Source: an optimization exercise on an open RTL-to-GDS flow (aim: small area). Production flows keep margins and buffers that such runs may drop.
Function was checked by simulation only, so behaviour that the tests miss may differ from the original.
Power and IR drop assume default switching activity.

### design.v
module main_clock( clock, reset, clock_out );
input clock, reset;
output reg clock_out;
reg[7:0] counter;
always @(posedge clock or negedge reset)
begin
    if (!reset)
    begin
        counter <= 8'h00;
        clock_out <= 1'h0;
    end
    else
    begin
        if (counter==8'h00)
        begin
            counter <= 0;
            clock_out <= ~clock_out;
        end
        else        
        begin
            counter <= counter+1;
            clock_out <= clock_out;
        end
    end
end
endmodule
module two_mhz_clock( clock_in, reset, clock_out );
input clock_in, reset;
output reg clock_out;
reg[11:0] counter;
always @(posedge clock_in or negedge reset)
begin
    if (!reset)
    begin
        counter <= 0;
        clock_out <= 0;
    end
    else
    begin
        if (counter==12'd49)
        begin
            counter <= 0;
            clock_out <= ~clock_out;
        end
        else
        begin
            counter <= counter+1;
            clock_out <= clock_out;
        end
    end
end
endmodule
module modulator( clock, ce, reset, trigger_signal, output_signal );
input clock, ce, reset, trigger_signal;
output reg output_signal;
reg[15:0] clock_counter;
reg[5:0] counter;
always @(negedge reset or posedge clock)
begin
    if (~reset)
    begin
        clock_counter <= 0;
        output_signal <= 1'b0;
        counter <= 0;
    end
    else if (ce)
    begin
    if (trigger_signal)
    begin
        if (counter==0)
        begin
            counter <= counter+1;
            clock_counter <= clock_counter+1;
            if (clock_counter<=16'd448)
                output_signal <= 1'b0;
            else if (clock_counter<=16'd6000)
                output_signal <= 1'b1;
            else
                output_signal <= 1'b0;
        end
        else
        begin
            counter <= counter+1;
            if (counter==6'd49)
                counter <= 0;
        end
    end
    else
    begin
        clock_counter <= 16'd0;
        output_signal <= 1'b0;
        counter <= 0;
    end
    end
end
endmodule
module data_source( clock, ce, reset, trigger, input_data, output_data );
input clock, ce, reset;
input trigger;
input[9:0] input_data;
output reg output_data;
localparam [7:0] data1 = 8'b10010010;
localparam [7:0] data4 = 8'b00000000;
reg[143:0] state;
reg[15:0] counter;
reg[7:0] data2;
reg[7:0] data3;
always @(posedge clock or negedge reset)
begin
    if (!reset)
    begin
        output_data <= 0;
        data2 <= 8'b10101010;
        data3 <= 8'b00000010;
        state[143:0] <= {data1,data1,data1,data1,data1,data1, 8'b10101010,8'b10101010,8'b10101010, 8'b00000010,8'b00000010,8'b00000010, data1,data1,data1, data4,data4,data4};
        counter <= 0;
    end
    else if (ce)
    begin
    if (trigger)
    begin
        if (counter==16'd0)
        begin
            counter <= counter+1;
            state <= {state[142:0],state[143]};
            output_data <= state[143];
        end
        else
        begin
            counter <= counter + 1;
            if (counter==16'd49)
                counter <= 0;
        end
    end
    else
    begin
        output_data <= 0;
        data2 <= input_data[7:0];
        data3[1:0] <= input_data[9:8];
        data3[7:2] <= 6'b000000;
        state[143:0] <= {data1,data1,data1,data1,data1,data1, data2,data2,data2, data3,data3,data3, data1,data1,data1, data4,data4,data4};        
        counter <= 0;
    end
    end
end
endmodule
module whitening( clock, ce_rise, ce_fall, reset, input_data, trigger, output_whitening );
input clock, ce_rise, ce_fall, reset;
input trigger;
input input_data;
output reg output_whitening;
reg[15:0] counter;
reg[6:0] state;
always @(posedge clock or negedge reset)
begin
    if (!reset)
    begin
        counter <= 0;
        state[0] <= 0;
        state[1] <= 0;
        state[2] <= 0;
        state[3] <= 0;
        state[4] <= 0;
        state[5] <= 0;
        state[6] <= 0;
    end
    else if (ce_rise)
    begin
    if (trigger)
    begin
        if (counter==16'd0)
        begin
            counter <= counter+1;
            state[6] <= state[5];
            state[5] <= state[4];
            state[4] <= state[3];
            state[3] <= state[2];
            state[2] <= state[1];
            state[1] <= state[0];
            state[0] <= input_data;
        end
        else
        begin
            counter <= counter + 1;
            if (counter==16'd49)
                counter <= 0;
        end
    end
    else
    begin
        counter <= 0;
        state[0] <= 0;
        state[1] <= 0;
        state[2] <= 0;
        state[3] <= 0;
        state[4] <= 0;
        state[5] <= 0;
        state[6] <= 0;
    end
    end
end
reg[15:0] output_counter;
always @(posedge clock or negedge reset)
begin
    if (!reset)
    begin
        output_whitening <= 0;
        output_counter <= 0;
    end
    else if (ce_fall)
    begin
    if (trigger)
    begin
        if (output_counter==16'd0)
        begin
            output_counter <= output_counter+1;
            output_whitening <= input_data ^ state[6] ^ state[3];
        end
        else
        begin
            output_counter <= output_counter + 1;
            if (output_counter==16'd49)
                output_counter <= 0;
        end
    end
    else
    begin
        output_whitening <= 0;
    end
    end
end
endmodule
module dbpsk_modulator( clock, ce, reset, input_data, trigger, output_dbpsk);
input clock, ce, reset;
input trigger;
input input_data;
output reg output_dbpsk;
reg[15:0] counter;
always @(posedge clock or negedge reset)
begin
    if (!reset)
    begin
        output_dbpsk <= 0;
        counter <= 0;
    end
    else if (ce)
    begin
    if (trigger)
    begin
        if (counter==16'd0)
        begin
            counter <= counter+1;
            if (input_data==0)
                output_dbpsk <= output_dbpsk;
            else
                output_dbpsk <= ~output_dbpsk;
        end
        else
        begin
            counter <= counter + 1;
            if (counter==16'd49)
                counter <= 0;
        end
    end
    else
    begin
        output_dbpsk <= 0;
        counter <= 0;
    end
    end
end
endmodule
module hitchhike_tx(
    clock,
    input_data,
    reset,
    trigger_signal,
    RSS_EN,
    clock_out,
    output_data_rate,
    output_signal,
    ref_signal,
    signal_into_switch
);
input        clock;
input  [9:0] input_data;
input        reset;
input        trigger_signal;
output       RSS_EN;
output       clock_out;
output       output_data_rate;
output       output_signal;
output       ref_signal;
output       signal_into_switch;
wire         ref_signal_net_0;
wire         output_signal_net_0;
wire         output_data_rate_net_0;
wire         data_source_0_output_data;
wire         whitening_0_output_whitening;
wire         data_path_signal;
wire         ce_rise;
wire         ce_fall;
assign RSS_EN             = 1'b1;
assign ref_signal         = ref_signal_net_0;
assign output_signal      = output_signal_net_0;
assign output_data_rate   = output_data_rate_net_0;
assign ce_rise = ~ref_signal_net_0;
assign ce_fall =  ref_signal_net_0;
assign data_path_signal   = (ref_signal_net_0 & output_data_rate_net_0) |
                            (~ref_signal_net_0 & ~output_data_rate_net_0);
assign signal_into_switch = (data_path_signal & output_signal_net_0) |
                            (ref_signal_net_0 & ~output_signal_net_0);
main_clock main_clock_0(
        .clock     ( clock ),
        .reset     ( reset ),
        .clock_out ( ref_signal_net_0 )
        );
two_mhz_clock two_mhz_clock_0(
        .clock_in  ( clock ),
        .reset     ( reset ),
        .clock_out ( clock_out )
        );
modulator modulator_0(
        .clock          ( clock ),
        .ce             ( ce_rise ),
        .reset          ( reset ),
        .trigger_signal ( trigger_signal ),
        .output_signal  ( output_signal_net_0 )
        );
data_source data_source_0(
        .clock       ( clock ),
        .ce          ( ce_rise ),
        .reset       ( reset ),
        .trigger     ( output_signal_net_0 ),
        .input_data  ( input_data ),
        .output_data ( data_source_0_output_data )
        );
whitening whitening_0(
        .clock            ( clock ),
        .ce_rise          ( ce_rise ),
        .ce_fall          ( ce_fall ),
        .reset            ( reset ),
        .input_data       ( data_source_0_output_data ),
        .trigger          ( output_signal_net_0 ),
        .output_whitening ( whitening_0_output_whitening )
        );
dbpsk_modulator dbpsk_modulator_0(
        .clock        ( clock ),
        .ce           ( ce_rise ),
        .reset        ( reset ),
        .input_data   ( whitening_0_output_whitening ),
        .trigger      ( output_signal_net_0 ),
        .output_dbpsk ( output_data_rate_net_0 )
        );
endmodule
### constraint.sdc
create_clock -name core_clock -period 5.0 [get_ports {clock}]
set_input_delay 1.0000 -clock core_clock [delete_from_list [all_inputs] [get_ports {clock}]]
set_output_delay 1.0000 -clock core_clock [all_outputs]
set_load 0.01 [all_outputs]
### config.mk
export PLATFORM = sky130hd
export DESIGN_NAME = hitchhike_tx
export DESIGN_NICKNAME = hitchhike_tx
export VERILOG_FILES = /design/flow/design.v
export SDC_FILE = /design/flow/constraint.sdc
export NUM_CORES = 4
export LEC_CHECK = 0
export CAP_MARGIN = 20
export CORE_MARGIN = 2
export CORE_UTILIZATION = 40
export SLEW_MARGIN = 20
### run.sh
#!/bin/bash
# synth_recipe.tcl (not shown) runs the flow's synth.tcl, then flattens the netlist and writes it again
# the make line also repeats each setting of config.mk as NAME=value (left out here)
make -C /OpenROAD-flow-scripts/flow DESIGN_CONFIG=/design/flow/config.mk WORK_HOME=/design/flow/orfs CLKGATE_MAP_FILE= SYNTH_SCRIPT=/design/flow/synth_recipe.tcl finish
==> results of run 1 <==
[layer usage]
metal  track usage, %  up-vias
met5                0        -
met4             3.68        0
met3             2.15       26
met2             23.5       99
met1             22.9     4091
li1                 -     4036
[final cells by class]
type	count	area, µm²	share of cell area [%]
multi-input cells	779	4820	35.5
well taps	390	488	3.59
repair buffers	28	283	2.08
clock inverters	13	154	1.13
flip-flops and latches	272	6870	50.6
inverters	26	97.6	0.719
clock buffers	43	871	6.41
[cell families (layout without fill, tap and decap cells)]
group / Yosys count / in the layout / share of synthesized area (%)
compound gates: 233 / 233 / 13.4
mux: 3 / 3 / 0.250
simple gates: 456 / 456 / 19.3
fa+ha+maj: 21 / 21 / 2.19
other cells: 1 / 1 / 0.0312
xor+xnor: 65 / 65 / 4.74
flops: 272 / 272 / 57.2
buf+inv: 87 / 110 / 2.90
[cells in the mapped netlist (4+ instances only)]
cell	number	area [µm²]
buf_2	12	60.1
and2_1	7	43.8
a22o_1	95	832
buf_1	4	15.0
nor4b_1	4	35.0
o311ai_0	4	35.0
nor4_1	14	87.6
and3_1	17	106
xnor2_1	33	289
nand3_1	70	350
and4_1	9	78.8
xor2_1	32	280
nand4_1	28	175
a21oi_1	52	260
or4_1	13	97.6
nand2b_1	8	50.1
a21o_1	6	45.0
clkbuf_1	42	158
nor2_1	64	240
nand2_1	163	612
ha_1	21	263
or3_1	12	75.1
o31ai_1	4	30.0
dfstp_2	47	1230
nor3_1	13	65.1
nor2b_1	14	87.6
o21ai_0	58	290
inv_1	26	97.6
dfrtp_1	225	5630
[cell usage in the layout (no fill, tap or decap), types with 7 or more instances in the layout]
master and count:
dfrtp_1 223, xnor2_1 33, buf_4 9, inv_1 26, nor4_1 14, xor2_1 32
nor2_1 63, o21ai_0 58, nor2b_1 14, or3_1 12, or4_1 13, clkbuf_16 31
dfstp_2 47, nand2_1 163, a21oi_1 51, nand3_1 70, a22o_1 95, nand4_1 28
and3_1 17, nor3_1 13, nand2b_1 8, clkbuf_1 7, clkdlybuf4s50_1 16, and2_1 7
and4_1 9, ha_1 21
[worst max-delay path: stages, from the launching register on]
cell             delay [ns]
dfrtp_2                0.50
buf_4                  0.46
xnor2_1                0.17
clkdlybuf4s50_1        0.55
[report_power, final]
group          total, mW  internal [mW]  switching, mW
Clock               2.25           1.37          0.880
Sequential          2.25           2.23         0.0171
Combinational      0.107         0.0336         0.0734
[path summary, 6_finish.rpt]
| kind | end | cells past startpoint | slack, ns | startpoint |
|---|---|---|---|---|
| setup / recovery | signal_into_switch | 3 | 1.76 | main_clock_0.clock_out$_DFFE_PN0N_ |
| hold / removal | data_source_0.data3[1]$_DFFE_PN1P_ | 2 | 0.45 | data_source_0.data3[1]$_DFFE_PN1P_ |
| setup reg to reg | data_source_0.state[126]$_DFFE_PN0P_ | 8 | 2.37 | data_source_0.counter[0]$_DFFE_PN0N_ |
| hold reg to reg | data_source_0.data3[1]$_DFFE_PN1P_ | 2 | 0.45 | data_source_0.data3[1]$_DFFE_PN1P_ |
| max in group asynchronous | data_source_0.state[108]$_DFFE_PN1P_ | 2 | 3.36 | reset |
| min in group asynchronous | modulator_0.clock_counter[11]$_DFFE_PN0P_ | 1 | 0.54 | reset |
[registers in the layout, indices dropped and copies added (netlist names), 2 cells and up]
name / count
data_source_0.data3: 2
whitening_0.counter: 16
data_source_0.data2: 8
two_mhz_clock_0.counter: 12
modulator_0.counter: 6
whitening_0.state: 7
data_source_0.counter: 16
modulator_0.clock_counter: 16
whitening_0.output_counter: 16
data_source_0.state: 144
dbpsk_modulator_0.counter: 16
main_clock_0.counter: 8
[stage by stage]
| stage | power [mW] | utilization, % | instances | hold slack (ns) | area (µm²) |
|---|---|---|---|---|---|
| 6_report | 4.60 | 45.9 | 1551 | 0.455 | 13600 |
| 5_1_grt | 4.78 | 45.9 | 1551 | 0.478 | 13600 |
| 4_1_cts | 4.67 | 45.9 | 1551 | 0.460 | 13600 |
| 3_5_place_dp | 2.40 | 42.5 | 1495 | 0.449 | 12600 |
| 3_3_place_gp | 2.40 | 42.5 | 1495 | 0.447 | 12600 |
| 2_1_floorplan | 2.32 | - | 1138 | 0.433 | 12000 |
==> impl_metrics.csv, run 1 <==
group,metric,value,unit
global_routing,grt_max_degree,147,
cts,cts_buffer_depth,3,
yosys,async_flop_share,100,%
critical_path,crit_type,"reg2out",
drt,drtPass1Iterations,4,
pwr,leakage,6.27,nW
die,die_y,177,µm
sta,hold_viol_final,0,
drt,top_layer,"met4",
sta,skew,0.0112,ns
cts,cts_hold_buffers,0,
drt,first_iter_violations,596,
cts,tritoncts,"built",
cts,cts_resized,0,
drt,wl_met2,10300,µm
cts,cts.sinks,272,
final_layout,final_nets,1171,
placed_design,place.gp.congestion,0.809,
drt,wl_per_cell,14.9,µm
yosys,ys_seq_area_share,57.2,%
yosys,synth_nets,1172,
cts,cts_setup_buffers,0,
sta,tns,0,ns
die,die_w,177,µm
worst_hold_path,hold_path.class,"reg2reg",
pwr,ir_drop,0.236,mV
cts,path_clk_slew,0.06,ns
critical_path,critical_path.max_fanout,47,
global_routing,grt_pass1_wl,40800,µm
sta,fin_crit,3.24,ns
sta,setup_viol,0,
final_layout,syn2layout_area_growth,13.1,%
sta,worst_pin_slew,0.980,ns
die,io_pins,19,
drt,dr_total_vias,8252,
sta,worst_slack,1.76,ns
global_routing,antenna_found_initial,0,
yosys,synth_edf_count,0,
die,die-area,31400,µm²
placed_design,place_hpwl,13500,µm
critical_path,cp.arrival,2.24,ns
drt,met1_length,11800,µm
critical_path,startpoint_type,"flip-flop",
sta,rsz0062_at_grt,"false",
job,maxCapViolCount,0,
yosys,ys.flop_type,"dfrtp_1",
sta,clock.fmax,309,MHz
yosys,syn_area,12000,µm²
drt,viasPerCell,5.32,
placed_design,io_buffers,17,
die,start_util,40.6,%
yosys,synth-seq-cells,272,
cts,cts-root-buf,"clkbuf_16",
cts,insertion_delay,0.54,ns
drt,drc_errors,0,
global_routing,overflow,0,
final_layout,antenna_cells,0,
cts,cts_buffers,30,
global_routing,grt_usage,15.3,%
yosys,netlist_instances,1138,
die,row_count,63,
status,outcome,"finished clean",
critical_path,required,4.00,ns
sta,timing.final.crit_share,64.8,%
critical_path,end_kind,"output pin",
pwr,p_per_area,339,nW/µm²
final_layout,fillers,2768,
final_layout,final_layout_size_suffix_gt1_share,10.9,%
yosys,yosysUniqueCellTypes,55,
drt,ant_nets,0,
placed_design,preCtsSetupSlack,1.76,ns
drt,wirelength,23100,µm
cts,cts.htree.levels,1,
drt,dr_wl_met3,710,µm
die,core,29600,µm²
global_routing,grt_pass1_vias,8155,
sta,slew_violations,0,
sta,slew_headroom,34.7,%
yosys,postSynthAreaPerCell,10.5,µm²
yosys,ys_warn_count,6,
==> inputs of run 2 (changes only) <==
==> design.v (replaced) <==
module hitchhike_tx(
    clock,
    input_data,
    reset,
    trigger_signal,
    RSS_EN,
    clock_out,
    output_data_rate,
    output_signal,
    ref_signal,
    signal_into_switch
);
input        clock;
input  [9:0] input_data;
input        reset;
input        trigger_signal;
output       RSS_EN;
output       clock_out;
output       output_data_rate;
output       output_signal;
output       ref_signal;
output       signal_into_switch;
localparam [7:0] A = 8'b10010010;
reg        ref_r;
reg  [4:0] c25;
reg        clk_out_r;
reg  [5:0] phase;
reg [15:0] sym;
reg        os;
reg        dr;
reg  [9:0] pq;
reg  [4:0] byte_i;
reg  [2:0] bit_i;
reg        src;
reg  [6:0] sr;
wire rise    = ~ref_r;
wire in_win  = (sym >= 16'd449) && (sym <= 16'd6000);
wire os_next = trigger_signal && (phase == 6'd0) && in_win;
wire rot     = os && (phase == 6'd1);
reg  [7:0] fbyte;
always @(*) begin
    if (byte_i < 5'd6)       fbyte = A;
    else if (byte_i < 5'd9)  fbyte = pq[7:0];
    else if (byte_i < 5'd12) fbyte = {6'b0, pq[9:8]};
    else if (byte_i < 5'd15) fbyte = A;
    else                     fbyte = 8'h00;
end
wire fbit = fbyte[~bit_i];
assign RSS_EN             = 1'b1;
assign ref_signal         = ref_r;
assign clock_out          = clk_out_r;
assign output_signal      = os;
assign output_data_rate   = dr;
assign signal_into_switch = os ? ~(ref_r ^ dr) : ref_r;
always @(posedge clock or negedge reset) begin
    if (!reset) begin
        ref_r     <= 1'b0;
        c25       <= 5'd0;
        clk_out_r <= 1'b0;
    end else begin
        ref_r <= ~ref_r;
        if (ref_r) begin
            if (c25 == 5'd24) begin
                c25       <= 5'd0;
                clk_out_r <= ~clk_out_r;
            end else begin
                c25 <= c25 + 5'd1;
            end
        end
    end
end
always @(posedge clock or negedge reset) begin
    if (!reset) begin
        phase <= 6'd0;
        sym   <= 16'd0;
        os    <= 1'b0;
        dr    <= 1'b0;
    end else if (rise) begin
        if (!trigger_signal) begin
            phase <= 6'd0;
            sym   <= 16'd0;
            os    <= 1'b0;
        end else begin
            phase <= (phase == 6'd49) ? 6'd0 : phase + 6'd1;
            if (phase == 6'd0) begin
                sym <= sym + 16'd1;
                os  <= in_win;
            end
        end
        if (!os)
            dr <= 1'b0;
        else if (rot)
            dr <= dr ^ src ^ sr[3] ^ sr[6];
    end
end
always @(posedge clock) begin
    if (rise) begin
        if (!os) begin
            src    <= 1'b0;
            sr     <= 7'd0;
            byte_i <= 5'd0;
            bit_i  <= 3'd0;
            if (!os_next)
                pq <= input_data;
        end else if (rot) begin
            src   <= fbit;
            sr    <= {sr[5:0], src};
            bit_i <= bit_i + 3'd1;
            if (bit_i == 3'd7)
                byte_i <= (byte_i == 5'd17) ? 5'd0 : byte_i + 5'd1;
        end
    end
end
endmodule
==> impl_metrics.csv, run 2 <==
group,metric,value,unit
status,outcome,"finished clean",
critical_path,cp-endpoint,"signal_into_switch",
sta,tns,0,ns
critical_path,r2r_start,"phase[2]$_DFFE_PN0N_",
sta,slew_violations,0,
final_layout,mostFrequentLayoutCell,"nor2_1",
yosys,ys.flop_type,"dfrtp_1",
placed_design,place.gp.congestion,0.841,
drt,ant_nets,0,
sta,setup_viol,0,
die,die_w,90.0,µm
final_layout,largest_reg_flops,16,
global_routing,grt_max_degree,32,
sta,slew_headroom,50.0,%
critical_path,cp.arrival,2.17,ns
die,row_count,31,
cts,insertion_delay,0.33,ns
job,maxCapViolCount,0,
cts,cts.htree.levels,3,
die,die-area,8100,µm²
yosys,synth_top_cell_by_area,"edfxtp_1",
die,die_y,90.0,µm
yosys,synth.top_cell.area_share,26.4,%
critical_path,critical_path.startpoint,"ref_r$_DFF_PN0_",
placed_design,place_hpwl,3600,µm
critical_path,r2r_cells,6,
cts,cts_resized,0,
critical_path,startpoint_type,"flip-flop",
pwr,netSwitchingPower,0.211,mW
yosys,ys_warn_count,1,
final_layout,final_layout_size_suffix_gt1_share,7.42,%
yosys,syn_area,2960,µm²
pwr,ir_drop,0.169,mV
critical_path,r2r_slack,2.33,ns
worst_hold_path,hold_path.class,"reg2reg",
pwr,internal_power,0.747,mW
sta,skew,0.00427,ns
final_layout,post-route-util,47.3,%
drt,wl_per_cell,13.3,µm
sta,rsz0062_at_grt,"false",
drt,drc_errors,0,
cts,cts_setup_buffers,0,
final_layout,regMostFlops,"sym",
final_layout,syn2layout_area_growth,15.4,%
yosys,synth_common_cells,"nor2_1, dfrtp_1, edfxtp_1",
sta,worst_pin_slew,0.744,ns
placed_design,io_buffers,17,
cts,cts_buffers,9,
critical_path,critical_path.max_fanout,22,
critical_path,crit_type,"reg2out",
yosys,synth_edf_count,26,
yosys,synth.area.top_cells,"edfxtp_1, dfrtp_1, ha_1",
cts,cts_hold_buffers,0,
critical_path,end_kind,"output pin",
die,start_util,41.0,%
final_layout,antenna_cells,0,
cts,tritoncts,"built",
final_layout,final_nets,330,
drt,dr_total_vias,2070,
yosys,yosysUniqueCellTypes,49,
sta,timing.final.crit_share,63.4,%
critical_path,required,4.00,ns
pwr,p_per_area,280,nW/µm²
yosys,ys_seq_area_share,52.6,%
final_layout,fillers,690,
global_routing,antenna_found_initial,0,
pwr,leakage,1.38,nW
drt,first_iter_violations,92,
cts,path_clk_slew,0.06,ns
critical_path,reg2reg_to,"byte_i[0]$_SDFFCE_PP0P_",
global_routing,grt_pass1_vias,1943,
pwr,clockPowerShare,41.8,%
drt,drtPass1Iterations,4,
die,io_pins,19,
global_routing,grt_usage,14.4,%
final_layout,mostFrequentLayoutCells,"nor2_1, dfrtp_1, edfxtp_1, nand2_1, clkdlybuf4s50_1",
drt,wirelength,5420,µm
yosys,postSynthAreaPerCell,10.4,µm²
cts,cts-root-buf,"clkbuf_8",
sta,fin_crit,3.17,ns
die,core,7210,µm²
sta,clock.fmax,316,MHz
yosys,yosysMostFrequentCell,"nor2_1",
global_routing,overflow,0,
pwr,switching_share,22.0,%
yosys,netlist_instances,284,
yosys,async_flop_share,54.4,%
yosys,synth-seq-cells,57,
yosys,synth_nets,309,
pwr,p_comb_share,5.3,%
drt,viasPerCell,5.06,
sta,hold_viol_final,0,
global_routing,grt_pass1_wl,9430,µm
cts,cts.sinks,57,
cts,cts_buffer_depth,2,
final_layout,reg_top3,"sym (16), pq (10), sr (7)",
pwr,pwr-share-seq,53.0,%
[run 2: logic make-up (layout without fill, tap and decap cells)]
kind of cell / Yosys count / count (layout) / share of synthesized area (%)
other cells: 1 / 1 / 0.127
buf+inv: 24 / 50 / 3.17
compound gates: 38 / 38 / 8.50
flops: 57 / 57 / 52.6
xor+xnor: 27 / 27 / 7.99
fa+ha+maj: 12 / 12 / 5.07
simple gates: 121 / 121 / 21.1
mux: 4 / 4 / 1.44
[run 2: layout make-up]
class,count,area (µm²),share of cell area [%]
Tap cell,99,124,3.63
Clock inverter,5,46.3,1.36
Sequential cell,57,1560,45.6
Inverter,13,48.8,1.43
Clock buffer,11,131,3.85
Multi-Input combinational cell,203,1310,38.3
Timing Repair Buffer,21,200,5.86
[run 2: critical path, stage by stage (launching register included)]
cell and delay [ns]:
dfrtp_1 0.78, inv_1 0.29, xnor2_1 0.22, clkdlybuf4s50_1 0.55
[run 2: per-layer routing]
metal | global-route usage, % | part of all wire, % | up-vias
met5 | 0 | 0 | -
met4 | 7.69 | 2.0 | 0
met3 | 2.85 | 2.5 | 9
met2 | 22.4 | 48 | 23
met1 | 19.1 | 48 | 1000
li1 | - | - | 1038
[run 2: worst min path at each step]
| stage | from | to | slack [ns] | cells after the start |
|---|---|---|---|---|
| after floorplan | sr[0]$_SDFFCE_PN0P_ | sr[1]$_SDFFCE_PN0P_ | 0.50 | 1 |
| after global placement | clk_out_r$_DFFE_PN0P_ | clk_out_r$_DFFE_PN0P_ | 0.46 | 1 |
| after detailed placement | clk_out_r$_DFFE_PN0P_ | clk_out_r$_DFFE_PN0P_ | 0.46 | 1 |
| after CTS | clk_out_r$_DFFE_PN0P_ | clk_out_r$_DFFE_PN0P_ | 0.47 | 1 |
| after global routing | clk_out_r$_DFFE_PN0P_ | clk_out_r$_DFFE_PN0P_ | 0.49 | 1 |
| final | clk_out_r$_DFFE_PN0P_ | clk_out_r$_DFFE_PN0P_ | 0.47 | 1 |
[run 2: power by group through the flow]
| stage | clock, mW | combinational (mW) | sequential [mW] |
|---|---|---|---|
| floorplan | 0 | 0.0280 | 0.514 |
| global placement | 0 | 0.0505 | 0.516 |
| detailed placement | 0 | 0.0500 | 0.516 |
| CTS | 0.416 | 0.0513 | 0.507 |
| global route | 0.434 | 0.0585 | 0.509 |
| finish | 0.400 | 0.0504 | 0.507 |
[run 2: per-stage QoR]
step | hold slack, ns | power [mW] | std cells | cell area, µm² | worst slack [ns]
global route | 0.491 | 1.00 | 409 | 3420 | 1.62
global placement | 0.457 | 0.567 | 393 | 3240 | 1.94
CTS | 0.474 | 0.975 | 409 | 3420 | 1.80
finish | 0.468 | 0.958 | 409 | 3420 | 1.83
floorplan | 0.503 | 0.542 | 284 | 2960 | 2.24
detailed placement | 0.461 | 0.566 | 393 | 3240 | 1.89
==> inputs of run 3 (changes only) <==
==> design.v (replaced) <==
module hitchhike_tx(
    clock,
    input_data,
    reset,
    trigger_signal,
    RSS_EN,
    clock_out,
    output_data_rate,
    output_signal,
    ref_signal,
    signal_into_switch
);
input        clock;
input  [9:0] input_data;
input        reset;
input        trigger_signal;
output       RSS_EN;
output       clock_out;
output       output_data_rate;
output       output_signal;
output       ref_signal;
output       signal_into_switch;
reg        ref_r;
reg  [4:0] c25;
reg        clko;
wire       c49    = ref_r & c25[4] & c25[3];           
wire [4:0] c25_t  = {c25_t[3:0] & c25[3:0], ref_r};    
wire [4:0] c25_n  = c49 ? 5'd0 : c25 ^ c25_t;
always @(posedge clock or negedge reset) begin
    if (!reset) begin
        ref_r <= 1'b0;
        c25   <= 5'd0;
        clko  <= 1'b0;
    end else begin
        ref_r <= ~ref_r;
        c25   <= c25_n;
        clko  <= clko ^ c49;
    end
end
reg  [5:0] phase;
reg  [8:0] hi;
reg  [2:0] t;
reg  [1:0] r;
reg  [2:0] bi;
reg        os;
wire rise  = ~ref_r;
wire en    = rise & trigger_signal;
wire clr   = rise & ~trigger_signal;
wire ph_z  = ~|phase[5:1];
wire ph0   = ph_z & ~phase[0];
wire ph1   = ph_z &  phase[0];
wire ph49  = phase[5] & phase[4] & phase[0];           
wire [5:0] ph_t = {ph_t[4:0] & phase[4:0], en};
wire [5:0] phase_n = (clr | (en & ph49)) ? 6'd0 : phase ^ ph_t;
wire s_449  = (hi == 9'd3) & ~t[2] & ~t[0] & r[1] & (&bi);
wire s_6001 = hi[5] & hi[3] & hi[0] & t[1] & ~t[0] & (&bi);
wire s_last = (&hi[8:6]) & (&hi[2:0]) & r[1] & bi[2] & bi[0];
wire se    = en & ph0;                                 
wire sclr  = clr | (se & s_last);
wire [2:0] bi_t = {bi_t[1:0] & bi[1:0], se};
wire bi_c  = bi_t[2] & bi[2];                          
wire r_c   = bi_c & r[1];                              
wire t_c   = r_c & t[2] & ~t[1];                       
wire [8:0] hi_t = {hi_t[7:0] & hi[7:0], t_c};
wire [2:0] bi_n = sclr ? 3'd6 : bi ^ bi_t;
wire [1:0] r_n  = (sclr | r_c) ? 2'd0 : bi_c ? {r[0], ~r[0] & ~r[1]} : r;
wire [2:0] t_n  = sclr ? 3'd0 : r_c ? {t[1:0], ~t[2]} : t;
wire [8:0] hi_n = sclr ? 9'd0 : hi ^ hi_t;
wire os_set = s_449 | (os & ~s_6001);
wire os_n   = clr ? 1'b0 : (se ? os_set : os);
always @(posedge clock or negedge reset) begin
    if (!reset) begin
        phase <= 6'd0;
        hi    <= 9'd0;
        t     <= 3'd0;
        r     <= 2'd0;
        bi    <= 3'd6;
        os    <= 1'b0;
    end else begin
        phase <= phase_n;
        hi    <= hi_n;
        t     <= t_n;
        r     <= r_n;
        bi    <= bi_n;
        os    <= os_n;
    end
end
reg  [9:0] pq;                                         
wire tr_p = t[2] & t[0];                               
wire tr_q = t[1] & ~t[0];                              
wire tr_0 = ~t[2] & ~t[0];                             
wire a_bit = (bi == 3'd0) | (bi == 3'd3) | (bi == 3'd6);
wire p_bit = pq[~bi];
wire q_bit = bi[2] & bi[1] & (bi[0] ? pq[8] : pq[9]);
wire fbit  = tr_p ? p_bit : tr_q ? q_bit : tr_0 ? 1'b0 : a_bit;
reg        src;
reg  [6:0] sr;
reg        dr;
wire shift = rise & ph1;
always @(posedge clock) begin
    if (shift) begin
        src <= fbit;
        sr  <= {sr[5:0], src};
    end
    if (rise & ~os & ~(ph0 & s_449))
        pq <= input_data;
end
always @(posedge clock or negedge reset) begin
    if (!reset)
        dr <= 1'b0;
    else if (rise)
        dr <= os & (dr ^ (ph1 & (src ^ sr[3] ^ sr[6])));
end
assign RSS_EN             = 1'b1;
assign ref_signal         = ref_r;
assign clock_out          = clko;
assign output_signal      = os;
assign output_data_rate   = dr;
assign signal_into_switch = os ? ~(ref_r ^ dr) : ref_r;
endmodule
--- a/config.mk
+++ b/config.mk
@@ -10,2 +10,5 @@
 export CORE_UTILIZATION = 40
+export CTS_BUF_LIST = sky130_fd_sc_hd__clkbuf_8
+export CTS_CLUSTER_DIAMETER = 500
+export CTS_CLUSTER_SIZE = 100
 export SLEW_MARGIN = 20
==> impl_metrics.csv, run 3 <==
group,metric,value,unit
status,outcome,"finished clean",
die,start_util,41.8,%
pwr,p_per_area,283,nW/µm²
cts,cts.htree.levels,2,
global_routing,grt-busiest-layer,"met2",
critical_path,end_kind,"flip-flop",
final_layout,largest_reg_flops,10,
yosys,netlist_instances,177,
die,core,5570,µm²
sta,tns,0,ns
die,die_y,80.3,µm
yosys,synth_edf_count,18,
sta,skew,0.00553,ns
drt,drtPass1Iterations,2,
die,die-area,6450,µm²
cts,cts-root-buf,"clkbuf_8",
placed_design,io_buffers,17,
drt,first_iter_violations,54,
pwr,p_comb_share,5.5,%
pwr,pwr-share-seq,59.3,%
yosys,async_flop_share,64.0,%
die,io_pins,19,
cts,cts.sinks,50,
cts,tritoncts,"built",
yosys,synth.top_cell.area_share,32.2,%
sta,slew_violations,0,
yosys,synth_top_cell_by_area,"dfrtp_1",
sta,fin_crit,4.29,ns
final_layout,mostFrequentLayoutCells,"dfrtp_1, ha_1, edfxtp_1, clkdlybuf4s50_1, nor2b_1",
drt,dr_total_vias,1320,
yosys,yosysUniqueCellTypes,42,
sta,timing.final.crit_share,85.7,%
yosys,syn_area,2330,µm²
placed_design,place.gp.congestion,0.808,
global_routing,grt_use_met1,17.0,%
global_routing,grt_pass1_vias,1373,
pwr,netSwitchingPower,0.150,mW
sta,setup_viol,0,
sta,hold_viol_final,0,
final_layout,final_cells,270,
die,die_w,80.3,µm
placed_design,placed_cells,262,
global_routing,grt_use_met2,20.2,%
cts,path_clk_slew,0.08,ns
cts,cts_setup_buffers,0,
cts,insertion_delay,0.29,ns
worst_hold_path,holdPathStages,0,
pwr,leakage,1.21,nW
sta,clock.fmax,233,MHz
drt,viasPerCell,4.89,
final_layout,antenna_cells,0,
global_routing,grt_pass1_wl,6290,µm
global_routing,antenna_found_initial,0,
final_layout,reg_top3,"pq (10), hi (9), sr (7)",
drt,ant_nets,0,
worst_hold_path,hold_path.class,"reg2reg",
critical_path,crit_type,"in2reg",
final_layout,ff_latch_area,1340,µm²
pwr,ir_drop,0.152,mV
global_routing,grt_usage,12.6,%
final_layout,fillers,498,
final_layout,multi_input_area,946,µm²
die,row_count,27,
drt,wirelength,3710,µm
drt,drc_errors,0,
job,maxCapViolCount,0,
yosys,ys_warn_count,1,
final_layout,post-route-util,48.1,%
critical_path,cp.arrival,4.47,ns
final_layout,regMostFlops,"pq",
critical_path,r2r_cells,18,
cts,cts_buffers,5,
final_layout,final_layout_size_suffix_gt1_share,12.6,%
yosys,yosysMostFrequentCell,"dfrtp_1",
pwr,internal_power,0.609,mW
yosys,synth.area.top_cells,"dfrtp_1, edfxtp_1, ha_1",
yosys,ys.flop_type,"dfrtp_1",
cts,cts_hold_buffers,0,
placed_design,place_hpwl,2650,µm
global_routing,overflow,0,
final_layout,final_nets,230,
final_layout,mostFrequentLayoutCell,"dfrtp_1",
global_routing,grt_max_degree,33,
critical_path,startpoint_type,"input pin",
global_routing,grt.met3_usage,3.15,%
yosys,ys_seq_area_share,57.6,%
critical_path,critical_path.max_fanout,6,
critical_path,required,5.18,ns
yosys,synth-seq-cells,50,
pwr,switching_share,19.8,%
drt,wl_per_cell,13.8,µm
pwr,clockPowerShare,35.2,%
cts,cts_buffer_depth,2,
sta,rsz0062_at_grt,"false",
final_layout,syn2layout_area_growth,15.1,%
yosys,postSynthAreaPerCell,13.2,µm²
cts,cts_resized,0,
yosys,synth_nets,210,
yosys,synth_common_cells,"dfrtp_1, ha_1, edfxtp_1",
run 3: cell count changes after synthesis, moves of 7 or more:
cell | previous run | this run
and2_4 | 0 | 8
edfxtp_1 | 26 | 18
ha_1 | 12 | 20
inv_1 | 13 | 1
nand2_1 | 24 | 9
nand3_1 | 14 | 7
nand4_1 | 7 | 0
nor2_1 | 34 | 5
nor2b_1 | 4 | 11
o21ai_0 | 13 | 2
xnor2_1 | 15 | 6
xor2_1 | 12 | 2
run 3: path summary, 6_finish.rpt:
check	startpoint	endpoint	slack [ns]
worst max-delay path	trigger_signal	hi[8]$_DFF_PN0_	0.71
worst min-delay path	sr[1]$_DFFE_PP_	sr[2]$_DFFE_PP_	0.43
worst max register to register	phase[5]$_DFF_PN0_	hi[8]$_DFF_PN0_	1.06
worst min register to register	sr[1]$_DFFE_PP_	sr[2]$_DFFE_PP_	0.43
max in group asynchronous	reset	bi[2]$_DFF_PN1_	3.57
min in group asynchronous	reset	c25[0]$_DFF_PN0_	1.10
run 3: power groups by stage:
stage	Sequential [mW]	Combinational (mW)	Clock [mW]
5_1_grt	0.453	0.0467	0.297
3_3_place_gp	0.459	0.0407	0
6_report	0.451	0.0416	0.267
2_1_floorplan	0.452	0.0278	0
4_1_cts	0.451	0.0421	0.278
3_5_place_dp	0.460	0.0417	0
run 3: worst max-delay path, cell delays in order:
cell and delay, ns:
clkdlybuf4s50_1 0.49, nor2b_1 0.19, and2b_1 0.19, ha_1 0.18, ha_1 0.18, ha_1 0.26, nand2_1 0.17, nor3b_1 0.07
ha_1 0.19, ha_1 0.18, ha_1 0.18, ha_1 0.18, ha_1 0.18, ha_1 0.18, ha_1 0.18, ha_1 0.19
xor2_1 0.14, and2_1 0.15
run 3: cells by family after synthesis:
| logic type | Yosys count | share of synthesized area (%) |
|---|---|---|
| buf+inv | 8 | 1.77 |
| simple gates | 67 | 17.8 |
| other cells | 1 | 0.161 |
| fa+ha+maj | 20 | 10.7 |
| xor+xnor | 8 | 3.01 |
| flops | 50 | 57.6 |
| mux | 8 | 4.03 |
| compound gates | 15 | 4.83 |
run 3: metrics by stage:
stage	hold slack, ns	cell area (µm²)	power [mW]	worst slack (ns)
4_1_cts	0.435	2680	0.771	0.723
6_report	0.431	2680	0.759	0.714
3_5_place_dp	0.406	2580	0.501	0.425
5_1_grt	0.441	2680	0.796	0.502
3_3_place_gp	0.408	2580	0.500	0.509
2_1_floorplan	0.400	2330	0.480	1.17
run 3: area by class of cell:
type,count,share of cell area [%]
clock inverter,3,1.40
timing repair buffer,20,7.18
clock buffer,5,2.57
multi-input combinational,119,35.3
inverter,1,0.140
tap,72,3.36
sequential,50,50.1
run 3: routing by layer:
| metal | vias to the layer above | routed length, µm |
|---|---|---|
| li1 | 660 | - |
| met1 | 651 | 1780 |
| met2 | 7 | 1810 |
| met3 | 2 | 89 |
| met4 | 0 | 25 |
| met5 | - | 0 |
==> inputs of run 4 (changes only) <==
--- a/config.mk
+++ b/config.mk
@@ -10,5 +10,2 @@
 export CORE_UTILIZATION = 40
-export CTS_BUF_LIST = sky130_fd_sc_hd__clkbuf_8
-export CTS_CLUSTER_DIAMETER = 500
-export CTS_CLUSTER_SIZE = 100
 export SLEW_MARGIN = 20
==> impl_metrics.csv, run 4 <==
group,metric,value,unit
sta,timing.final.crit_share,85.6,%
cts,insertion_delay,0.29,ns
die,core,5570,µm²
placed_design,io_buffers,17,
pwr,switching_share,19.9,%
global_routing,grt_use_met1,17.0,%
cts,cts_buffers,5,
yosys,postSynthAreaPerCell,13.2,µm²
pwr,ir_drop,0.152,mV
global_routing,grt_usage,12.6,%
final_layout,syn2layout_area_growth,15.1,%
final_layout,final_nets,230,
critical_path,cp.arrival,4.46,ns
critical_path,crit_type,"in2reg",
cts,path_clk_slew,0.08,ns
final_layout,mostFrequentLayoutCell,"dfrtp_1",
die,io_pins,19,
sta,fin_crit,4.28,ns
final_layout,largest_reg_flops,10,
drt,wirelength,3710,µm
global_routing,antenna_found_initial,0,
placed_design,place_hpwl,2650,µm
pwr,p_comb_share,5.4,%
placed_design,placed_cells,262,
drt,dr_total_vias,1338,
global_routing,grt-busiest-layer,"met2",
sta,skew,0.00591,ns
critical_path,required,5.18,ns
global_routing,overflow,0,
cts,cts.sinks,50,
critical_path,r2r_start,"phase[5]$_DFF_PN0_",
yosys,netlist_instances,177,
sta,rsz0062_at_grt,"false",
die,start_util,41.8,%
cts,cts_setup_buffers,0,
yosys,ys_warn_count,1,
critical_path,startpoint_type,"input pin",
final_layout,reg_top3,"pq (10), hi (9), sr (7)",
global_routing,grt_max_degree,33,
global_routing,grt.met3_usage,3.15,%
cts,tritoncts,"built",
critical_path,r2r_cells,18,
critical_path,end_kind,"flip-flop",
final_layout,final_layout_size_suffix_gt1_share,12.6,%
critical_path,cp-endpoint,"hi[8]$_DFF_PN0_",
job,maxCapViolCount,0,
final_layout,regMostFlops,"pq",
sta,worst_slack,0.722,ns
yosys,synth_nets,210,
pwr,p_per_area,285,nW/µm²
sta,hold_viol_final,0,
sta,setup_viol,0,
sta,holdWs,0.431,ns
critical_path,reg2reg_to,"hi[8]$_DFF_PN0_",
die,die_w,80.3,µm
final_layout,mostFrequentLayoutCells,"dfrtp_1, ha_1, edfxtp_1, clkdlybuf4s50_1, nor2b_1",
final_layout,post-route-util,48.1,%
drt,drtPass1Iterations,4,
drt,ant_nets,0,
cts,cts_hold_buffers,0,
pwr,pwr-share-seq,59.0,%
sta,tns,0,ns
pwr,leakage,1.21,nW
global_routing,grt_use_met2,20.2,%
drt,first_iter_violations,50,
final_layout,antenna_cells,0,
placed_design,preCtsSetupSlack,0.425,ns
yosys,synth.area.top_cells,"dfrtp_1, edfxtp_1, ha_1",
sta,clock.fmax,234,MHz
status,outcome,"finished clean",
yosys,synth_edf_count,18,
global_routing,grt_pass1_wl,6290,µm
cts,cts-root-buf,"clkbuf_8",
yosys,syn_area,2330,µm²
drt,drc_errors,0,
cts,cts_resized,0,
final_layout,final_cells,270,
yosys,yosysMostFrequentCell,"dfrtp_1",
yosys,synth.top_cell.area_share,32.2,%
drt,wl_per_cell,13.7,µm
yosys,synth_common_cells,"dfrtp_1, ha_1, edfxtp_1",
die,die_y,80.3,µm
die,row_count,27,
yosys,yosysUniqueCellTypes,42,
pwr,clockPowerShare,35.5,%
placed_design,place.gp.congestion,0.808,
pwr,netSwitchingPower,0.152,mW
die,die-area,6450,µm²
yosys,synth_top_cell_by_area,"dfrtp_1",
sta,slew_violations,0,
yosys,ys_seq_area_share,57.6,%
critical_path,r2r_slack,1.07,ns
pwr,internal_power,0.611,mW
worst_hold_path,hold_path.class,"reg2reg",
critical_path,critical_path.max_fanout,6,
yosys,async_flop_share,64.0,%
drt,viasPerCell,4.96,
global_routing,grt_pass1_vias,1373,
cts,cts_buffer_depth,2,
cts,cts.htree.levels,2,
yosys,ys.flop_type,"dfrtp_1",
yosys,synth-seq-cells,50,
critical_path,critical_path.startpoint,"trigger_signal",
==> run 4: layer usage <==
metal  up-vias  part of all wire [%]
li1        661                     -
met1       667                    49
met2         8                    48
met3         2                   2.3
met4         0                  0.67
met5         -                     0
==> run 4: cells by family (layout without fill, tap and decap cells) <==
logic type	count (synthesis)	count (layout)	share of synthesized area, %
DFF	50	50	57.6
adders and majority gates	20	20	10.7
xor gates and xnor gates	8	8	3.01
other	1	1	0.161
and+or+nand+nor	67	67	17.8
buffers and inverters	8	29	1.77
muxes	8	8	4.03
AOI/OAI and AO/OA	15	15	4.83
==> run 4: final cells by class <==
type                            count  area, µm²
Clock buffer                        6       72.6
Clock inverter                      2       33.8
Fill cell                         498       2890
Inverter                            1       3.75
Multi-Input combinational cell    119        946
Sequential cell                    50       1340
Tap cell                           72       90.1
Timing Repair Buffer               20        193
==> run 4: critical path: stages <==
cell,delay (ns)
clkdlybuf4s50_1,0.49
nor2b_1,0.19
and2b_1,0.19
ha_1,0.18
ha_1,0.18
ha_1,0.26
nand2_1,0.17
nor3b_1,0.07
ha_1,0.18
ha_1,0.18
ha_1,0.18
ha_1,0.18
ha_1,0.18
ha_1,0.18
ha_1,0.18
ha_1,0.19
xor2_1,0.14
and2_1,0.15
==> run 4: worst min-delay path by stage <==
stage | slack, ns | cells after the start | startpoint | endpoint
finish | 0.43 | 0 | sr[1]$_DFFE_PP_ | sr[2]$_DFFE_PP_
global route | 0.44 | 0 | sr[1]$_DFFE_PP_ | sr[2]$_DFFE_PP_
CTS | 0.43 | 0 | sr[1]$_DFFE_PP_ | sr[2]$_DFFE_PP_
floorplan | 0.40 | 0 | sr[0]$_DFFE_PP_ | sr[1]$_DFFE_PP_
detailed placement | 0.41 | 0 | sr[4]$_DFFE_PP_ | sr[5]$_DFFE_PP_
global placement | 0.41 | 0 | sr[4]$_DFFE_PP_ | sr[5]$_DFFE_PP_
==> run 4: power by group through the flow <==
stage                     combinational [mW]  clock (mW)  sequential, mW
after floorplan                       0.0278           0           0.452
after CTS                             0.0421       0.280           0.451
final                                 0.0416       0.271           0.451
after global routing                  0.0467       0.298           0.453
after global placement                0.0407           0           0.459
after detailed placement              0.0417           0           0.460
==> run 4: through the flow <==
step | area (µm²) | power (mW)
2_1_floorplan | 2330 | 0.480
3_5_place_dp | 2580 | 0.501
5_1_grt | 2680 | 0.798
6_report | 2680 | 0.764
4_1_cts | 2680 | 0.773
3_3_place_gp | 2580 | 0.500
==> inputs of run 5 (changes only) <==
==> flow/run.sh (new file) <==
#!/bin/bash
# The standard ORFS layout (standard.sh, unchanged synthesis) with two changes:
# - ports are buffered with buf_1 instead of the resizer's default choice;
# - clock tree synthesis inserts no dummy loads.
set -euo pipefail
export BUFFER_PORTS_ARGS="-buffer_cell sky130_fd_sc_hd__buf_1"
export CTS_ARGS="-sink_clustering_enable -repair_clock_nets -dont_use_dummy_load -buf_list sky130_fd_sc_hd__clkbuf_8"
bash standard.sh > standard_flow.log 2>&1
==> standard.sh (new file) <==
#!/bin/bash
# synth_recipe.tcl (not shown) runs the flow's synth.tcl, then flattens the netlist and writes it again
# the make line also repeats each setting of config.mk as NAME=value (left out here)
make -C /OpenROAD-flow-scripts/flow DESIGN_CONFIG=/design/flow/config.mk WORK_HOME=/design/flow/orfs CLKGATE_MAP_FILE= SYNTH_SCRIPT=/design/flow/synth_recipe.tcl "${@:-finish}"
removed: run.sh
==> impl_metrics.csv, run 5 <==
group,metric,value,unit
status,outcome,"finished clean",
global_routing,antenna_found_initial,0,
yosys,yosysMostFrequentCell,"dfrtp_1",
sta,rsz0062_at_grt,"false",
pwr,leakage,1.14,nW
yosys,netlist_instances,177,
placed_design,io_buffers,17,
drt,wl_per_cell,14.0,µm
sta,clock.fmax,255,MHz
final_layout,reg_top3,"pq (10), hi (9), sr (7)",
sta,tns,0,ns
yosys,synth.top_cell.area_share,32.2,%
cts,cts-root-buf,"clkbuf_8",
drt,viasPerCell,5.03,
yosys,async_flop_share,64.0,%
die,die_w,80.3,µm
global_routing,overflow,0,
critical_path,cp.arrival,4.16,ns
yosys,synth_top_cell_by_area,"dfrtp_1",
cts,cts_setup_buffers,0,
final_layout,regMostFlops,"pq",
cts,path_clk_slew,0.08,ns
final_layout,mostFrequentLayoutCells,"dfrtp_1, ha_1, edfxtp_1, buf_1, nor2b_1",
global_routing,grt_use_met2,19.7,%
worst_hold_path,hold_path.class,"reg2reg",
sta,holdWs,0.436,ns
global_routing,grt_pass1_wl,6160,µm
yosys,postSynthAreaPerCell,13.2,µm²
critical_path,required,5.23,ns
cts,cts.sinks,50,
die,die_y,80.3,µm
yosys,synth_common_cells,"dfrtp_1, ha_1, edfxtp_1",
die,core,5570,µm²
drt,drtPass1Iterations,4,
drt,drc_errors,0,
drt,wirelength,3730,µm
yosys,synth_edf_count,18,
cts,cts.htree.levels,2,
yosys,ys_seq_area_share,57.6,%
yosys,ys.flop_type,"dfrtp_1",
sta,fin_crit,3.93,ns
sta,slew_violations,0,
critical_path,startpoint_type,"flip-flop",
global_routing,grt_pass1_vias,1331,
pwr,ir_drop,0.107,mV
global_routing,grt.met3_usage,3.71,%
die,start_util,41.8,%
cts,cts_hold_buffers,0,
sta,skew,0.00988,ns
final_layout,syn2layout_area_growth,8.91,%
sta,hold_viol_final,0,
yosys,ys_warn_count,1,
global_routing,grt_usage,12.6,%
yosys,synth.area.top_cells,"dfrtp_1, edfxtp_1, ha_1",
die,die-area,6450,µm²
critical_path,end_kind,"flip-flop",
drt,dr_total_vias,1343,
cts,cts_buffers,5,
critical_path,crit_type,"reg2reg",
pwr,p_per_area,272,nW/µm²
final_layout,largest_reg_flops,10,
die,row_count,27,
final_layout,fillers,526,
drt,ant_nets,0,
cts,cts_resized,0,
final_layout,final_nets,230,
cts,tritoncts,"built",
global_routing,grt_max_degree,33,
sta,setup_viol,0,
job,maxCapViolCount,0,
cts,insertion_delay,0.30,ns
yosys,synth_nets,210,
global_routing,grt-busiest-layer,"met2",
placed_design,place_hpwl,2690,µm
global_routing,grt_use_met1,16.6,%
yosys,synth-seq-cells,50,
final_layout,final_layout_size_suffix_gt1_share,12.3,%
drt,first_iter_violations,56,
final_layout,ff_latch_area,1340,µm²
final_layout,antenna_cells,0,
sta,timing.final.crit_share,78.5,%
yosys,yosysUniqueCellTypes,42,
die,io_pins,19,
critical_path,critical_path.max_fanout,6,
final_layout,multi_input_area,946,µm²
placed_design,place.gp.congestion,0.782,
final_layout,mostFrequentLayoutCell,"dfrtp_1",
yosys,syn_area,2330,µm²
cts,cts_buffer_depth,2,
[run 5: cell counts after synthesis]
No cell type changed its count.
[run 5: final timing paths]
kind,from,endpoint,slack (ns),depth (start not counted)
max,phase[5]$_DFF_PN0_,hi[8]$_DFF_PN0_,1.07,18
min,sr[4]$_DFFE_PP_,sr[5]$_DFFE_PP_,0.44,0
max reg2reg,phase[5]$_DFF_PN0_,hi[8]$_DFF_PN0_,1.07,18
min reg2reg,sr[4]$_DFFE_PP_,sr[5]$_DFFE_PP_,0.44,0
max in group asynchronous,reset,bi[1]$_DFF_PN1_,3.96,2
min in group asynchronous,reset,c25[0]$_DFF_PN0_,0.71,2
[run 5: logic make-up after synthesis]
kind of cell	share of synthesized area, %
buffers and inverters	1.77
adder cells (fa/ha/maj)	10.7
AND/OR/NAND/NOR	17.8
multiplexers	4.03
flip-flops	57.6
other	0.161
AO/OA/AOI/OAI	4.83
XOR/XNOR	3.01
[run 5: layer usage]
metal | vias to the layer above | share of wire (%)
li1 | 659 | -
met1 | 667 | 49
met2 | 9 | 47
met3 | 8 | 2.4
met4 | 0 | 1.4
met5 | - | 0
[run 5: report_power, final]
part	switching, mW	internal, mW	total, mW
sequential	0.0120	0.439	0.451
clock	0.114	0.0903	0.204
combinational	0.0168	0.0185	0.0353
[run 5: stage by stage]
stage	instances	util [%]	cell area [µm²]	worst slack, ns	power (mW)
after global routing	267	45.5	2540	0.797	0.726
after global placement	262	44.3	2470	0.883	0.494
final	267	45.5	2540	1.07	0.691
after detailed placement	262	44.3	2470	0.820	0.496
after CTS	267	45.5	2540	1.05	0.700
after floorplan	177	-	2330	1.17	0.480
[run 5: cell type report]
| cell class | count | share of cell area (%) |
|---|---|---|
| flip-flops and latches | 50 | 52.9 |
| repair buffers | 20 | 3.40 |
| well taps | 72 | 3.55 |
| inverters | 1 | 0.148 |
| clock buffers | 5 | 2.71 |
| multi-input cells | 119 | 37.3 |
[run 5: worst max-delay path, stage by stage, from the launching register on]
cell	delay (ns)
dfrtp_1	0.41
or3_4	0.41
or4_4	0.47
and2b_1	0.22
ha_1	0.14
ha_1	0.14
ha_1	0.28
nand2_1	0.16
nor3b_1	0.22
ha_1	0.19
ha_1	0.14
ha_1	0.14
ha_1	0.14
ha_1	0.14
ha_1	0.14
ha_1	0.14
ha_1	0.15
xor2_1	0.13
and2_1	0.13
==> inputs of run 6 (changes only) <==
==> flow/run.sh (replaced) <==
#!/bin/bash
# Layout flow: the standard flow (standard.sh) with these changes:
# - after the standard synthesis, Yosys/ABC re-map the combinational logic
#   for area (flip-flops and their names are kept; the result is checked
#   for equivalence with the standard netlist, and dropped if that fails);
# - ports are buffered with buf_1 instead of the resizer's default choice;
# - clock tree synthesis inserts no dummy loads.
set -euo pipefail
W=$PWD
F=$W/flow
RES=$W/orfs/results/${FLOW_PLATFORM}/hitchhike_tx/base
LIB=$FLOW_HOME/platforms/${FLOW_PLATFORM}/lib/sky130_fd_sc_hd__tt_025C_1v80.lib
Y=$(command -v yosys || echo "$FLOW_HOME/../tools/install/yosys/bin/yosys")

export BUFFER_PORTS_ARGS="-buffer_cell sky130_fd_sc_hd__buf_1"
export CTS_ARGS="-sink_clustering_enable -repair_clock_nets -dont_use_dummy_load -buf_list sky130_fd_sc_hd__clkbuf_8"

bash standard.sh synth > log_synth.txt 2>&1

cp "$RES/1_2_yosys.v" "$W/netlist_standard.v"
DONTUSE=$(grep -o 'cell *( *"\?sky130_fd_sc_hd__\(lpflow_[a-z0-9_]*\|probe[a-z0-9_]*\)' "$LIB" | sed 's/.*(\s*"\?//; s/^/-dont_use /' | sort -u | tr '\n' ' ')
sed -e "s#{LIB}#$LIB#g" -e "s#{IN}#$W/netlist_standard.v#" -e "s#{OUT}#$W/netlist_remap.v#" \
    -e "s#{TOP}#$FLOW_TOP#" -e "s#{DONTUSE}#$DONTUSE#" "$F/remap.ys" > "$W/remap_run.ys"
sed -e "s#{LIB}#$LIB#g" -e "s#{GOLD}#$W/netlist_standard.v#" -e "s#{GATE}#$W/netlist_remap.v#" \
    -e "s#{TOP}#$FLOW_TOP#g" "$F/equiv.ys" > "$W/equiv_run.ys"
if "$Y" -l "$W/log_remap.txt" -q "$W/remap_run.ys" > /dev/null 2>&1 \
   && "$Y" -l "$W/log_equiv.txt" -q "$W/equiv_run.ys" > /dev/null 2>&1; then
    cp "$W/netlist_remap.v" "$RES/1_2_yosys.v"
    rm -f "$RES/1_synth.odb" "$RES/1_synth.sdc"
    echo "using the re-mapped netlist"
else
    echo "re-mapping failed or not equivalent: using the standard netlist"
fi

bash standard.sh > log_layout.txt 2>&1
==> flow/equiv.ys (new file) <==
# Check the re-mapped netlist against the standard one.
read_liberty -ignore_miss_func {LIB}
read_verilog {GOLD}
rename {TOP} gold
read_verilog {GATE}
rename {TOP} gate
flatten
opt_clean
async2sync
equiv_make gold gate eq
hierarchy -top eq
equiv_simple -undef
equiv_induct -undef
equiv_status -assert
==> flow/remap.ys (new file) <==
# Re-map the combinational logic of the standard synthesis netlist for area.
# Flip-flops (and the tie cell) stay as they are, with their instance names.
read_liberty -ignore_miss_func {LIB}
read_verilog {IN}
hierarchy -top {TOP}
blackbox sky130_fd_sc_hd__df* sky130_fd_sc_hd__edf* sky130_fd_sc_hd__sdf* sky130_fd_sc_hd__conb_1
flatten
opt_clean
abc -liberty {LIB} {DONTUSE} -script +strash;dch,-f;amap;strash;dc2;dch,-f;amap;strash;dch,-f;amap;topo
opt_clean -purge
stat -liberty {LIB}
write_verilog -noattr {OUT}
==> impl_metrics.csv, run 6 <==
group,metric,value,unit
die,row_count,26,
final_layout,fillers,520,
placed_design,place_hpwl,2650,µm
final_layout,largest_reg_flops,10,
cts,cts-root-buf,"clkbuf_8",
cts,tritoncts,"built",
die,start_util,41.0,%
placed_design,placed_cells,285,
sta,rsz0062_at_grt,"false",
cts,path_clk_slew,0.08,ns
critical_path,slowest_stage,"or3_1",
yosys,ys_warn_count,1,
sta,tns,0,ns
final_layout,final_cells,290,
critical_path,slowest_delay,0.40,ns
pwr,leakage,0.936,nW
critical_path,r2r_slack,1.62,ns
global_routing,grt_pass1_vias,1396,
yosys,synth_nets,210,
critical_path,critical_path.max_fanout,6,
global_routing,grt_usage,13.8,%
final_layout,mostFrequentLayoutCell,"nor2_1",
cts,cts_hold_buffers,0,
placed_design,preCtsSetupSlack,1.29,ns
global_routing,overflow,0,
critical_path,r2r_cells,15,
critical_path,critical_path.startpoint,"trigger_signal",
final_layout,final_nets,235,
status,outcome,"finished clean",
drt,dr_total_vias,1486,
cts,cts_resized,0,
pwr,ir_drop,0.141,mV
drt,ant_nets,0,
sta,worst_pin_slew,0.792,ns
yosys,netlist_instances,197,
global_routing,grt_max_degree,33,
critical_path,end_kind,"flip-flop",
sta,fin_crit,3.39,ns
drt,wirelength,3650,µm
final_layout,post-route-util,45.5,%
pwr,total_power,0.730,mW
drt,drtPass1Iterations,6,
sta,slew_headroom,47.2,%
critical_path,cp.arrival,3.60,ns
cts,cts_buffers,5,
sta,clock.fmax,295,MHz
final_layout,antenna_cells,0,
die,die_w,76.1,µm
global_routing,antenna_found_initial,0,
yosys,syn_area,2080,µm²
cts,insertion_delay,0.30,ns
sta,slew_violations,0,
final_layout,syn2layout_area_growth,11.0,%
job,maxCapViolCount,0,
die,io_pins,19,
yosys,postSynthAreaPerCell,10.5,µm²
cts,cts.htree.levels,2,
drt,wl_per_cell,12.6,µm
placed_design,place.gp.congestion,0.800,
final_layout,reg_top3,"pq (10), hi (9), sr (7)",
sta,skew,0.0193,ns
critical_path,crit_type,"in2reg",
critical_path,startpoint_type,"input pin",
global_routing,grt_pass1_wl,6490,µm
die,die_y,76.1,µm
critical_path,reg2reg_to,"hi[7]$_DFF_PN0_",
sta,setup_viol,0,
drt,viasPerCell,5.12,
die,core,5070,µm²
sta,worst_slack,1.61,ns
pwr,p_per_area,316,nW/µm²
sta,timing.final.crit_share,67.8,%
drt,first_iter_violations,67,
worst_hold_path,hold_path.class,"reg2reg",
sta,hold_viol_final,0,
cts,cts_setup_buffers,0,
die,die-area,5790,µm²
cts,cts_buffer_depth,2,
drt,drc_errors,0,
final_layout,mostFrequentLayoutCells,"nor2_1, dfrtp_1, nor3_1, clkinv_1, edfxtp_1",
critical_path,cp-endpoint,"hi[7]$_DFF_PN0_",
final_layout,regMostFlops,"pq",
critical_path,required,5.21,ns
placed_design,io_buffers,17,
cts,cts.sinks,50,
critical_path,r2r_start,"phase[4]$_DFF_PN0_",
critical_path,path_cells,"buf_1 > clkinv_1 > or3_1 > nor3_1 > nand2_1 > nor2_1 > nand2_1 > nor3_1 > nand2_1 > clkinv_1 > and3_1 > and3_1 > nor2_1 > nor3_1",
final_layout,final_layout_size_suffix_gt1_share,4.09,%
run 6: worst min path at each step:
stage                               start              end  slack [ns]  cells after the start
after detailed placement  sr[4]$_DFFE_PP_  sr[5]$_DFFE_PP_        0.41                      0
after CTS                 sr[2]$_DFFE_PP_  sr[3]$_DFFE_PP_        0.43                      0
final                     sr[2]$_DFFE_PP_  sr[3]$_DFFE_PP_        0.43                      0
after global routing      sr[2]$_DFFE_PP_  sr[3]$_DFFE_PP_        0.44                      0
after global placement    sr[4]$_DFFE_PP_  sr[5]$_DFFE_PP_        0.40                      0
after floorplan           sr[0]$_DFFE_PP_  sr[1]$_DFFE_PP_        0.40                      0
run 6: power breakdown:
part           leakage [nW]  internal, mW  switching [mW]  total, mW
clock network        0.0359        0.0903           0.114      0.205
registers             0.587         0.459          0.0209      0.480
logic                 0.313        0.0187          0.0263     0.0450
run 6: critical path, delay by kind of cell:
family        cells  cell delay [ns]
simple gates     11             2.32
buf+inv           3             0.29
run 6: layout make-up:
type / instances / area [µm²] / area share [%]
clock buffers: 5 / 68.8 / 2.98
inverters: 20 / 75.1 / 3.25
multi-input cells: 127 / 659 / 28.6
flip-flops and latches: 50 / 1340 / 58.2
well taps: 70 / 87.6 / 3.80
repair buffers: 18 / 72.6 / 3.15
run 6: per-stage QoR:
stage / area [µm²] / hold WS [ns]
3_5_place_dp: 2240 / 0.405
3_3_place_gp: 2240 / 0.404
6_report: 2310 / 0.428
2_1_floorplan: 2080 / 0.400
5_1_grt: 2310 / 0.444
4_1_cts: 2310 / 0.426
run 6: layer usage:
metal | up-vias | routed length (µm) | track usage, % | share of wire [%]
met5 | - | 0 | 0 | 0
met3 | 5 | 146 | 3.20 | 4.0
li1 | 759 | - | - | -
met2 | 31 | 1670 | 21.3 | 46
met1 | 691 | 1790 | 19.6 | 49
met4 | 0 | 33 | 3.82 | 0.91

[re-timing with driven ports]
In the flow no input, the clock included, has a driving cell. The finished layouts below were timed again as built, in two steps. Step 1: set_driving_cell puts a clkbuf_16 on clock and a buf_2 on each other input, an assumption about the parent block. Step 2 also shifts input and output timing later by t, the mid clock arrival at the registers, as if the neighbouring blocks saw the same clock. a / b / c = no drivers / after step 1 / after step 2; a / b = the first two.
| run | t (ns) | setup slack, ns | slew at the worst register clock pin (ns) |
|---|---|---|---|
| run 1 | 0.581 | 1.762 / 1.718 / 1.685 | 0.06 / 0.06 |
| run 2 | 0.356 | 1.832 / 1.803 / 1.889 | 0.06 / 0.06 |
| run 3 | 0.313 | 0.714 / 0.718 / 0.405 | 0.09 / 0.09 |
| run 4 | 0.317 | 0.722 / 0.727 / 0.410 | 0.09 / 0.09 |
| run 5 | 0.318 | 1.073 / 1.073 / 0.818 | 0.08 / 0.08 |
| run 6 | 0.315 | 1.609 / 1.609 / 1.294 | 0.09 / 0.09 |
After both steps every run listed still meets setup and hold. For run 6, which loses most, drivers alone change the setup slack by 0.000 ns; drivers and shift together by -0.315 ns.
